What follows belongs to an exercise in optimizing a design on an open flow for a short achievable clock period and few clock cycles; a production flow would make more cautious choices.
Only simulation tests tie the RTL to the original design; equivalence was not proved.
Power and IR drop assume default switching activity.

File: design.v
module jtarget (
  input  wire [31:0] pc,
  input  wire [31:0] ir,
  output wire [11:0] lo,     
  output wire        cy,     
  output wire        sg,     
  output wire [18:0] hip,    
  output wire [18:0] him     
);
wire [12:0] off = {ir[31], ir[7], ir[30:25], ir[11:8], 1'b0};
ksh #(.W(12)) tadd (.a(pc[12:1]), .b(off[12:1]), .cin(1'b0), .s(lo), .cout(cy));
incdec #(.W(19)) hid (.x(pc[31:13]), .inc(hip), .dec(him));
assign sg = off[12];
endmodule
module jdet (input wire [31:0] ir, output wire j);
assign j = ir[6:0] == 7'b1100011 && ir[19:15] == ir[24:20];
endmodule
module dec5 (input wire [4:0] a, output wire [31:0] y);
assign y = 32'd1 << a;
endmodule
module pcsel (
  input  wire [31:0] pc,
  input  wire [11:0] lo,
  input  wire        cy,
  input  wire        sg,
  input  wire [18:0] hip,
  input  wire [18:0] him,
  input  wire [31:0] other,
  input  wire        jsel,
  output wire [31:0] pc_n
);
wire [18:0] hi = pc[31:13];
wire [18:0] th = cy ? (sg ? hi : hip) : (sg ? him : hi);
assign pc_n = jsel ? {th, lo, pc[0]} : other;
endmodule
module incdec #(parameter W = 19) (
  input  wire [W-1:0] x,
  output wire [W-1:0] inc,
  output wire [W-1:0] dec
);
genvar i;
generate
  for (i = 0; i < W; i = i + 1) begin : b
    if (i == 0) begin : lsb
      assign inc[i] = ~x[i];
      assign dec[i] = ~x[i];
    end else begin : upper
      assign inc[i] = x[i] ^ (&x[i-1:0]);
      assign dec[i] = x[i] ^ ~(|x[i-1:0]);
    end
  end
endgenerate
endmodule
module ksh #(parameter W = 12) (
  input  wire [W-1:0] a,
  input  wire [W-1:0] b,
  input  wire         cin,
  output wire [W-1:0] s,
  output wire         cout
);
localparam L = (W <= 2) ? 1 : (W <= 4) ? 2 : (W <= 8) ? 3 : (W <= 16) ? 4 : (W <= 32) ? 5 : 6;
wire [W-1:0] g [0:L];
wire [W-1:0] p [0:L];
wire [W-1:0] h;
genvar l, i;
generate
  for (i = 0; i < W; i = i + 1) begin : base
    if (i == 0) begin : c0
      gen2c u (.a(a[i]), .b(b[i]), .c(cin), .g(g[0][i]), .t(p[0][i]));
    end else begin : cn
      gen2 u (.a(a[i]), .b(b[i]), .g(g[0][i]), .t(p[0][i]));
    end
    xr   x (.a(a[i]), .b(b[i]), .y(h[i]));
  end
  for (l = 0; l < L; l = l + 1) begin : lvl
    for (i = 0; i < W; i = i + 1) begin : bt
      if (i >= (1 << l)) begin : m
        pgc u (.g(g[l][i]), .p(p[l][i]), .gl(g[l][i-(1<<l)]), .pl(p[l][i-(1<<l)]),
               .go(g[l+1][i]), .po(p[l+1][i]));
      end else begin : pass
        assign g[l+1][i] = g[l][i];
        assign p[l+1][i] = p[l][i];
      end
    end
  end
  for (i = 0; i < W; i = i + 1) begin : sm
    if (i == 0) begin : z
      xr x (.a(h[i]), .b(cin), .y(s[i]));
    end else begin : nz
      xr x (.a(h[i]), .b(g[L][i-1]), .y(s[i]));
    end
  end
endgenerate
assign cout = g[L][W-1];
endmodule
module gen2 (input wire a, input wire b, output wire g, output wire t);
assign g = a & b;
assign t = a | b;
endmodule
module gen2c (input wire a, input wire b, input wire c, output wire g, output wire t);
assign g = (a & b) | ((a | b) & c);
assign t = a | b;
endmodule
module pgc (input wire g, input wire p, input wire gl, input wire pl,
            output wire go, output wire po);
assign go = g | (p & gl);
assign po = p & pl;
endmodule
module xr (input wire a, input wire b, output wire y);
assign y = a ^ b;
endmodule
module CPU (
  input  wire        clk,
  input  wire        rst_n,    
  output wire [31:0] imem_addr,
  input  wire [31:0] imem_rdata,
  output wire [31:0] dmem_addr,
  output wire [31:0] dmem_wdata,
  output wire        dmem_we,
  input  wire [31:0] dmem_rdata
);
localparam [6:0] OP_LD = 7'b0000011, OP_ST = 7'b0100011, OP_BR = 7'b1100011;
reg  [31:0] pc_f;
reg  [31:0] pc_o;                      
reg         v_d;
reg  [31:0] ir_d;
reg  [31:0] pc_d;
reg  [31:0] s1l_d, s1h_d, s2l_d, s2h_d;
reg         v_e;
reg  [31:0] a_e, b_e, imm_e, tgt_e;
reg  [4:0]  rd_e;
reg         ld_e, st_e, br_e, wr_e;    
reg  [1:0]  op_e;                      
reg         wfwd_e;                    
reg         lf1_e, lf2_e;              
reg         lsa_e;                     
reg         lsa_m, lsub_m, lpa_m;      
reg  [31:0] oth_m;                     
reg  [31:0] addr_m, wdata_m, res_m;
reg         we_m, ld_m, wr_m;
reg  [4:0]  rd_m;
reg  [31:0] val_w;
reg         wr_w;
reg  [4:0]  rd_w;
reg  [31:0] rf [0:31];
assign imem_addr  = pc_o;
assign dmem_addr  = addr_m;
assign dmem_wdata = wdata_m;
assign dmem_we    = we_m;
wire [6:0]  opc_d  = ir_d[6:0];
wire [4:0]  rs1_d  = ir_d[19:15];
wire [4:0]  rs2_d  = ir_d[24:20];
wire [4:0]  rd_d   = ir_d[11:7];
wire        isld_d = opc_d == OP_LD;
wire        isst_d = opc_d == OP_ST;
wire        isbr_d = opc_d == OP_BR;
wire        isal_d = !isld_d && !isst_d && !isbr_d;
wire        cbr_d  = isbr_d;                        
wire [31:0] boff_d = {{20{ir_d[31]}}, ir_d[7], ir_d[30:25], ir_d[11:8], 1'b0};
wire [31:0] tgt_d  = pc_d + boff_d;
wire [31:0] imm_d  = isst_d ? {{20{ir_d[31]}}, ir_d[31:25], ir_d[11:7]}
                            : {{20{ir_d[31]}}, ir_d[31:20]};
wire [3:0]  f_d    = {ir_d[30], ir_d[14:12]};
wire [1:0]  aop_d  = (f_d == 4'b1000) ? 2'd1 :
                     (f_d == 4'b0111) ? 2'd2 :
                     (f_d == 4'b0110) ? 2'd3 : 2'd0;
wire        use1_d = 1'b1;
wire        use2_d = isal_d || cbr_d;
wire        dep1_d = use1_d && le1;
wire        dep2_d = use2_d && le2;
wire        lsa_d  = isal_d && !aop_d[1] && (dep1_d ^ dep2_d);
wire        late_d = isal_d && aop_d[1];
wire [31:0] al_e  = lf1_e ? dmem_rdata : a_e;
wire [31:0] bl_e  = lf2_e ? dmem_rdata : b_e;
wire [31:0] sum_e, dif_e;
ksh #(.W(32)) sadd (.a(a_e), .b(b_e),  .cin(1'b0), .s(sum_e), .cout());
ksh #(.W(32)) dsub (.a(a_e), .b(~b_e), .cin(1'b1), .s(dif_e), .cout());
reg  [31:0] alu_e;
always @(*)
  case (op_e)
    2'd0: alu_e = sum_e;
    2'd1: alu_e = dif_e;
    2'd2: alu_e = al_e & bl_e;
    default: alu_e = al_e | bl_e;
  endcase
wire        fe1 = v_e && wr_e && rd_e == rs1_d;
wire        fe2 = v_e && wr_e && rd_e == rs2_d;
wire        le1 = v_e && ld_e && rd_e == rs1_d;
wire        le2 = v_e && ld_e && rd_e == rs2_d;
wire [31:0] lsum_m, ldif_m;
ksh #(.W(32)) msadd (.a(val_w),                  .b(oth_m),                   .cin(1'b0), .s(lsum_m), .cout());
ksh #(.W(32)) mssub (.a(lpa_m ? val_w : oth_m), .b(lpa_m ? ~oth_m : ~val_w), .cin(1'b1), .s(ldif_m), .cout());
wire [31:0] val_m = ld_m ? dmem_rdata : lsa_m ? (lsub_m ? ldif_m : lsum_m) : res_m;
wire        fm1 = wr_m && rd_m == rs1_d;
wire        fm2 = wr_m && rd_m == rs2_d;
wire        fw1 = wr_w && rd_w == rs1_d;
wire        fw2 = wr_w && rd_w == rs2_d;
reg  [31:0] r1_d, r2_d;
integer k;
always @(*) begin
  r1_d = 32'd0;
  r2_d = 32'd0;
  for (k = 0; k < 32; k = k + 1) begin
    r1_d = r1_d | (rf[k] & {{16{s1h_d[k]}}, {16{s1l_d[k]}}});
    r2_d = r2_d | (rf[k] & {{16{s2h_d[k]}}, {16{s2l_d[k]}}});
  end
end
wire [31:0] op1_d = fe1 ? alu_e : fm1 ? val_m : fw1 ? val_w : r1_d;
wire [31:0] op2_d = fe2 ? alu_e : fm2 ? val_m : fw2 ? val_w : r2_d;
wire stall = v_d && ((!late_d && !lsa_d && (dep1_d || dep2_d)) || (lsa_e && (fe1 || fe2)));
wire [31:0] addr_e;
ksh #(.W(32)) aadd (.a(a_e), .b(imm_e), .cin(1'b0), .s(addr_e), .cout());
wire        redir_e = v_e && br_e && (a_e == b_e);
wire [31:0] s1l_f, s1h_f, s2l_f, s2h_f;
dec5 d1l (.a(imem_rdata[19:15]), .y(s1l_f));
dec5 d1h (.a(imem_rdata[19:15]), .y(s1h_f));
dec5 d2l (.a(imem_rdata[24:20]), .y(s2l_f));
dec5 d2h (.a(imem_rdata[24:20]), .y(s2h_f));
wire        jmp_f, jmp2_f;
jdet jd  (.ir(imem_rdata), .j(jmp_f));
jdet jd2 (.ir(imem_rdata), .j(jmp2_f));
wire [11:0] lo_f;
wire        cy_f, sg_f;
wire [18:0] hip_f, him_f;
wire [31:0] pc_n, pc_n2;
wire [31:0] pc_oth = redir_e ? tgt_e : stall ? pc_f : pc_f + 32'd4;
wire        jsel_f  = jmp_f && !redir_e && !stall;
wire        jsel2_f = jmp2_f && !redir_e && !stall;
jtarget jt  (.pc(pc_f), .ir(imem_rdata), .lo(lo_f), .cy(cy_f), .sg(sg_f), .hip(hip_f), .him(him_f));
pcsel   ps  (.pc(pc_f), .lo(lo_f), .cy(cy_f), .sg(sg_f), .hip(hip_f), .him(him_f),
             .other(pc_oth), .jsel(jsel_f), .pc_n(pc_n));
pcsel   ps2 (.pc(pc_f), .lo(lo_f), .cy(cy_f), .sg(sg_f), .hip(hip_f), .him(him_f),
             .other(pc_oth), .jsel(jsel2_f), .pc_n(pc_n2));
always @(posedge clk, posedge rst_n)
  if (rst_n) begin
    pc_f <= 32'd0;
    pc_o <= 32'd0;
    v_d  <= 1'b0;
    v_e  <= 1'b0;
    we_m <= 1'b0;
    wr_m <= 1'b0;
    wr_w <= 1'b0;
  end else begin
    pc_f <= pc_n;
    pc_o <= pc_n2;
    if (redir_e)     v_d <= 1'b0;
    else if (!stall) v_d <= !jmp_f;
    v_e  <= v_d && !stall && !redir_e;
    we_m <= v_e && st_e;
    wr_m <= v_e && (wr_e || ld_e);
    wr_w <= wr_m;
  end
always @(posedge clk) begin
  if (!stall) begin
    ir_d <= imem_rdata;
    pc_d <= pc_f;
    s1l_d <= s1l_f;
    s1h_d <= s1h_f;
    s2l_d <= s2l_f;
    s2h_d <= s2h_f;
  end
  a_e    <= op1_d;
  b_e    <= op2_d;
  imm_e  <= imm_d;
  tgt_e  <= tgt_d;
  rd_e   <= rd_d;
  ld_e   <= isld_d;
  st_e   <= isst_d;
  br_e   <= cbr_d;
  wr_e   <= isal_d;
  op_e   <= aop_d;
  wfwd_e <= isst_d && le2 && !(use1_d && le1);
  lf1_e  <= (late_d || lsa_d) && dep1_d;
  lf2_e  <= late_d && dep2_d;
  lsa_e  <= lsa_d;
  lsa_m  <= v_e && lsa_e;
  lsub_m <= op_e[0];
  lpa_m  <= lf1_e;
  oth_m  <= lf1_e ? b_e : a_e;
  addr_m  <= addr_e;
  wdata_m <= wfwd_e ? dmem_rdata : b_e;
  res_m   <= alu_e;
  ld_m    <= ld_e;
  rd_m    <= rd_e;
  val_w   <= val_m;
  rd_w    <= rd_m;
end
integer i;
always @(posedge clk, posedge rst_n)
  if (rst_n) begin
    for (i = 0; i < 32; i = i + 1)
      rf[i] <= i;
  end else if (wr_w)
    rf[rd_w] <= val_w;
endmodule
File: flow/run.sh
#!/bin/bash
set -euo pipefail
cd "$(dirname "$0")/.."
bash standard.sh SETUP_SLACK_MARGIN=8.6 finish > flow_make.log 2>&1
File: standard.sh
#!/bin/bash
# synth_recipe.tcl (not shown) runs the flow's synth.tcl, then flattens the netlist and writes it again
# the make line also repeats each setting of config.mk as NAME=value (left out here)
make -C /OpenROAD-flow-scripts/flow DESIGN_CONFIG=/design/flow/config.mk WORK_HOME=/design/flow/orfs CLKGATE_MAP_FILE= SYNTH_SCRIPT=/design/flow/synth_recipe.tcl "${@:-finish}"
File: config.mk
export PLATFORM = sky130hd
export DESIGN_NAME = CPU
export DESIGN_NICKNAME = CPU
export VERILOG_FILES = /design/flow/design.v
export SDC_FILE = /design/flow/constraint.sdc
export NUM_CORES = 4
export LEC_CHECK = 0
export CAP_MARGIN = 20
export CORE_AREA = 5 5 415 415
export DIE_AREA = 0 0 420 420
export GPL_TIMING_DRIVEN = 1
export PLACE_DENSITY = 0.6
export SLEW_MARGIN = 20
export SYNTH_HIERARCHICAL = 1
export SYNTH_MINIMUM_KEEP_SIZE = 0
File: constraint.sdc
create_clock -name core_clock -period 12.0 [get_ports {clk}]
set_input_delay 2.4000 -clock core_clock [delete_from_list [all_inputs] [get_ports {clk}]]
set_output_delay 2.4000 -clock core_clock [all_outputs]
set_load 0.01 [all_outputs]
==> insert_results.sql <==
INSERT INTO impl_metrics (metric_group, metric, value, unit) VALUES
('die', 'die_w', '420', 'um'),
('routing', 'vias', '78930', ''),
('placed_design', 'globalplace.congestion', '0.9790', ''),
('critical_path', 'crit-reg2reg-launch', 'ir_d[20]', ''),
('routing', 'ant_nets', '0', ''),
('clock_tree', 'clock_latency', '0.87', 'ns'),
('sta', 'finalClockSkew', '0.04330', 'ns'),
('critical_path', 'reg2reg_setup_slack', '8.18', 'ns'),
('critical_path', 'timing.setup.critical_path_class', 'reg -> reg', ''),
('pwr', 'combinational_cell_fraction_of_total_power', '0.410', ''),
('clock_tree', 'clk_path_buf_depth', '3', ''),
('flow_run', 'drv.max_cap_violation_count', '0', ''),
('synthesis', 'synth_area_per_cell', '10.50', 'um2'),
('critical_path', 'worstSetupStartpointType', 'flip-flop', ''),
('die', 'core_area', '167200', 'um2'),
('layout', 'postLayoutCoreUtil', '0.6241', ''),
('die', 'num_io_pins', '163', ''),
('layout', 'flow.area_growth_from_synthesis', '16.67', '%'),
('critical_path', 'worst-endpoint-required', '12.75', 'ns'),
('synthesis', 'syn_inst_count', '8519', ''),
('layout', 'share_of_post_route_cells_with_drive_strength_above_1', '0.3027', ''),
('die', 'placementRows', '150', ''),
('pwr', 'clockPowerShare', '0.214', ''),
('layout', 'post-route-cell-area', '104400', 'um2'),
('clock_tree', 'clock-sinks', '1582', ''),
('layout', 'regArea', '39260', 'um2'),
('clock_tree', 'cts-hold-fix-buffers', '0', ''),
('run_status', 'outcome', 'finished clean', ''),
('global_route', 'largest_net_degree_at_the_start_of_global_routing', '87', ''),
('sta', 'setup_violations', '0', ''),
('placed_design', 'post-place-cells', '10500', ''),
('pwr', 'cellLeakagePower', '47.85', 'nW'),
('layout', 'finalNetCount', '8796', ''),
('critical_path', 'critical_path.startpoint', 'ir_d[20]', ''),
('die', 'floorplan.die.height', '420', 'um'),
('sta', 'final_min_period_over_clock_period', '0.3183', ''),
('global_route', 'antenna_found_initial', '9', ''),
('routing', 'drt-vias-per-instance', '7.142', ''),
('layout', 'nFillCells', '13850', ''),
('layout', 'area_of_the_multi_input_gates', '49360', 'um2'),
('synthesis', 'synthesis.yosys.warnings', '10', ''),
('global_route', 'gr-total-overflow', '0', ''),
('layout', 'largest_register_ffs', '1024', ''),
('clock_tree', 'cts_tree', 'built', ''),
('placed_design', 'detailed_place.area', '93760', 'um2'),
('pwr', 'power.share.sequential', '0.376', ''),
('placed_design', 'dp_hpwl', '240000', 'um'),
('min_path', 'hp-start', 'pc_d[0]', ''),
('pwr', 'netSwitchingFraction', '0.4037', ''),
('pwr', 'power_switching', '10.48', 'mW'),
('critical_path', 'critical_path.endpoint_type', 'flip-flop', ''),
('clock_tree', 'root_buffer', 'sky130_fd_sc_hd__clkbuf_16', ''),
('clock_tree', 'htree_num_levels', '4', ''),
('sta', 'min_period', '3.820', 'ns'),
('clock_tree', 'path_clk_slew', '0.06', 'ns'),
('routing', 'drtPass1Iterations', '14', ''),
('sta', 'fin_worst_hold_slack', '0.3446', 'ns'),
('clock_tree', 'tritoncts.num_buffers', '171', ''),
('routing', 'detail_route.drc_violations', '0', ''),
('routing', 'wl_per_cell', '36.71', 'um'),
('critical_path', 'cp_data_arrival_time', '4.57', 'ns'),
('global_route', 'first_global_vias', '75390', ''),
('sta', 'worstMarginPinSlew', '1.261', 'ns'),
('sta', 'finalMaxSlewViolations', '0', ''),
('die', 'initial_core_util', '0.5349', ''),
('sta', 'slew_headroom', '0.1515', ''),
('pwr', 'vdd_drop_max', '0.1620', 'mV'),
('pwr', 'power_density', '248.7', 'nW/um2'),
('layout', 'layout.cells.non_filler', '11050', ''),
('die', 'die_area', '176400', 'um2'),
('sta', 'rsz_0062_raised_after_global_routing', 'yes', ''),
('critical_path', 'top_fanout_value_on_the_critical_path', '5', ''),
('global_route', 'grt_pass1_wl', '560000', 'um'),
('pwr', 'intPower', '15.47', 'mW'),
('sta', 'fin_hold_viols', '0', ''),
('synthesis', 'post_synth_instance_area', '89450', 'um2'),
('placed_design', 'portBuffers', '162', ''),
('min_path', 'min_path_type', 'reg -> reg', ''),
('routing', 'first_iter_violations', '13290', ''),
('sta', 'fmax', '261.8', 'MHz'),
('layout', 'top_register', 'rf', ''),
('routing', 'drt_wl_total', '405700', 'um'),
('global_route', 'grtUsageTotal', '0.4428', '');
-- power by group through the flow --
stage	logic (mW)	registers [mW]	clock network [mW]
after floorplan	6.78	8.90	0
after global placement	9.70	9.59	0
after detailed placement	9.83	9.63	0
after CTS	9.97	9.57	5.58
after global routing	11.3	9.88	5.79
final	10.6	9.75	5.56
-- timing repair --
action / CTS / global route
setup endpoints to repair: 1457 / 892
buffers inserted: 92 / 64
hold endpoints to repair: 0 / 0
pin swaps: 73 / 136
resized for setup: 802 / 340
gates cloned: 29 / 31
-- cell type report --
class                           count  area share
Inverter                          105    0.003884
Timing Repair Buffer              635     0.06406
Multi-Input combinational cell   6192      0.4729
Sequential cell                  1582      0.3762
Antenna cell                       10   0.0002398
Tap cell                         2204     0.02642
Clock buffer                      263     0.04848
Clock inverter                     61    0.007769
-- worst paths after layout --
check                                  to  cells after the start
worst max register to register   pc_f[20]                     14
max in group asynchronous       rf[14][1]                      5
worst max-delay path             pc_f[20]                     14
worst min-delay path             tgt_e[0]                      0
worst min register to register   tgt_e[0]                      0
min in group asynchronous       rf[9][29]                      3
-- per-stage QoR --
step           setup slack, ns  TNS (ns)  power [mW]
2_1_floorplan           -5.414  -5572.10       15.68
3_3_place_gp             5.541         0       19.30
3_5_place_dp             5.554         0       19.45
4_1_cts                  8.132         0       25.12
5_1_grt                  8.091         0       26.93
6_report                 8.180         0       25.95
-- cell usage in the layout, fill, tap and decap left out, types with 90 or more instances in the layout --
master	instances
sky130_fd_sc_hd__a22oi_1	1048
sky130_fd_sc_hd__dfrtp_1	1013
sky130_fd_sc_hd__inv_1	90
sky130_fd_sc_hd__mux2_2	1073
sky130_fd_sc_hd__nand4_1	273
sky130_fd_sc_hd__and2_2	158
sky130_fd_sc_hd__a21oi_1	128
sky130_fd_sc_hd__buf_4	334
sky130_fd_sc_hd__edfxtp_1	192
sky130_fd_sc_hd__nor2_1	248
sky130_fd_sc_hd__mux2i_1	91
sky130_fd_sc_hd__a21o_1	666
sky130_fd_sc_hd__dfxtp_1	232
sky130_fd_sc_hd__or2_1	150
sky130_fd_sc_hd__clkbuf_16	199
sky130_fd_sc_hd__and2_1	462
sky130_fd_sc_hd__nand2_1	305
sky130_fd_sc_hd__o21ai_0	158
sky130_fd_sc_hd__xor2_1	424
-- per-layer routing --
| metal | routed length (um) | global-route usage | vias up |
|---|---|---|---|
| met3 | 53480 | 0.1611 | 2006 |
| met5 | 275 | 0.01306 | - |
| li1 | - | - | 31880 |
| met4 | 35140 | 0.2920 | 13 |
| met1 | 152500 | 0.5716 | 38950 |
| met2 | 164400 | 0.6217 | 6084 |
-- worst max-delay path: stages, from the launching register on --
cell and delay, ns:
sky130_fd_sc_hd__edfxtp_1 0.56, sky130_fd_sc_hd__xnor2_1 0.22, sky130_fd_sc_hd__nand2_1 0.12, sky130_fd_sc_hd__nor4b_4 0.31, sky130_fd_sc_hd__o21ai_1 0.12, sky130_fd_sc_hd__ha_1 0.32, sky130_fd_sc_hd__inv_2 0.05, sky130_fd_sc_hd__a32oi_4 0.20
sky130_fd_sc_hd__nor2_4 0.10, sky130_fd_sc_hd__or4_4 0.59, sky130_fd_sc_hd__a21o_1 0.23, sky130_fd_sc_hd__or4_4 0.44, sky130_fd_sc_hd__a31oi_4 0.25, sky130_fd_sc_hd__inv_2 0.05, sky130_fd_sc_hd__o221ai_2 0.17
Testbench counts, summed over its fixed seeds: cycles 31,370.

-- what the ideal ports hide --
In the flow no input, the clock included, has a driving cell. The finished layout below was timed again as built, in two steps.
Step 1 (the two cells are an assumption about what drives the block):
set clk [get_ports {clk}]
set_driving_cell -lib_cell sky130_fd_sc_hd__clkbuf_16 $clk
set_driving_cell -lib_cell sky130_fd_sc_hd__buf_2 [delete_from_list [all_inputs] $clk]
Step 2 adds t to the input delays and takes it off the output delays; t is the mean of the earliest and latest rising clock arrival at the registers after step 1. Input paths then give back, and output paths get back, about the clock's delay inside the block.
a / b / c = no drivers / after step 1 / after step 2; a / b = the first two.
t (ns): 0.938
slack for setup (ns): 8.180 / 8.092 / 7.438
worst slew at a driven data input, ns: 0.06
After both steps setup and hold are still met in this run. The setup slack of this run moves by -0.088 ns with the drivers and by -0.742 ns with both steps.
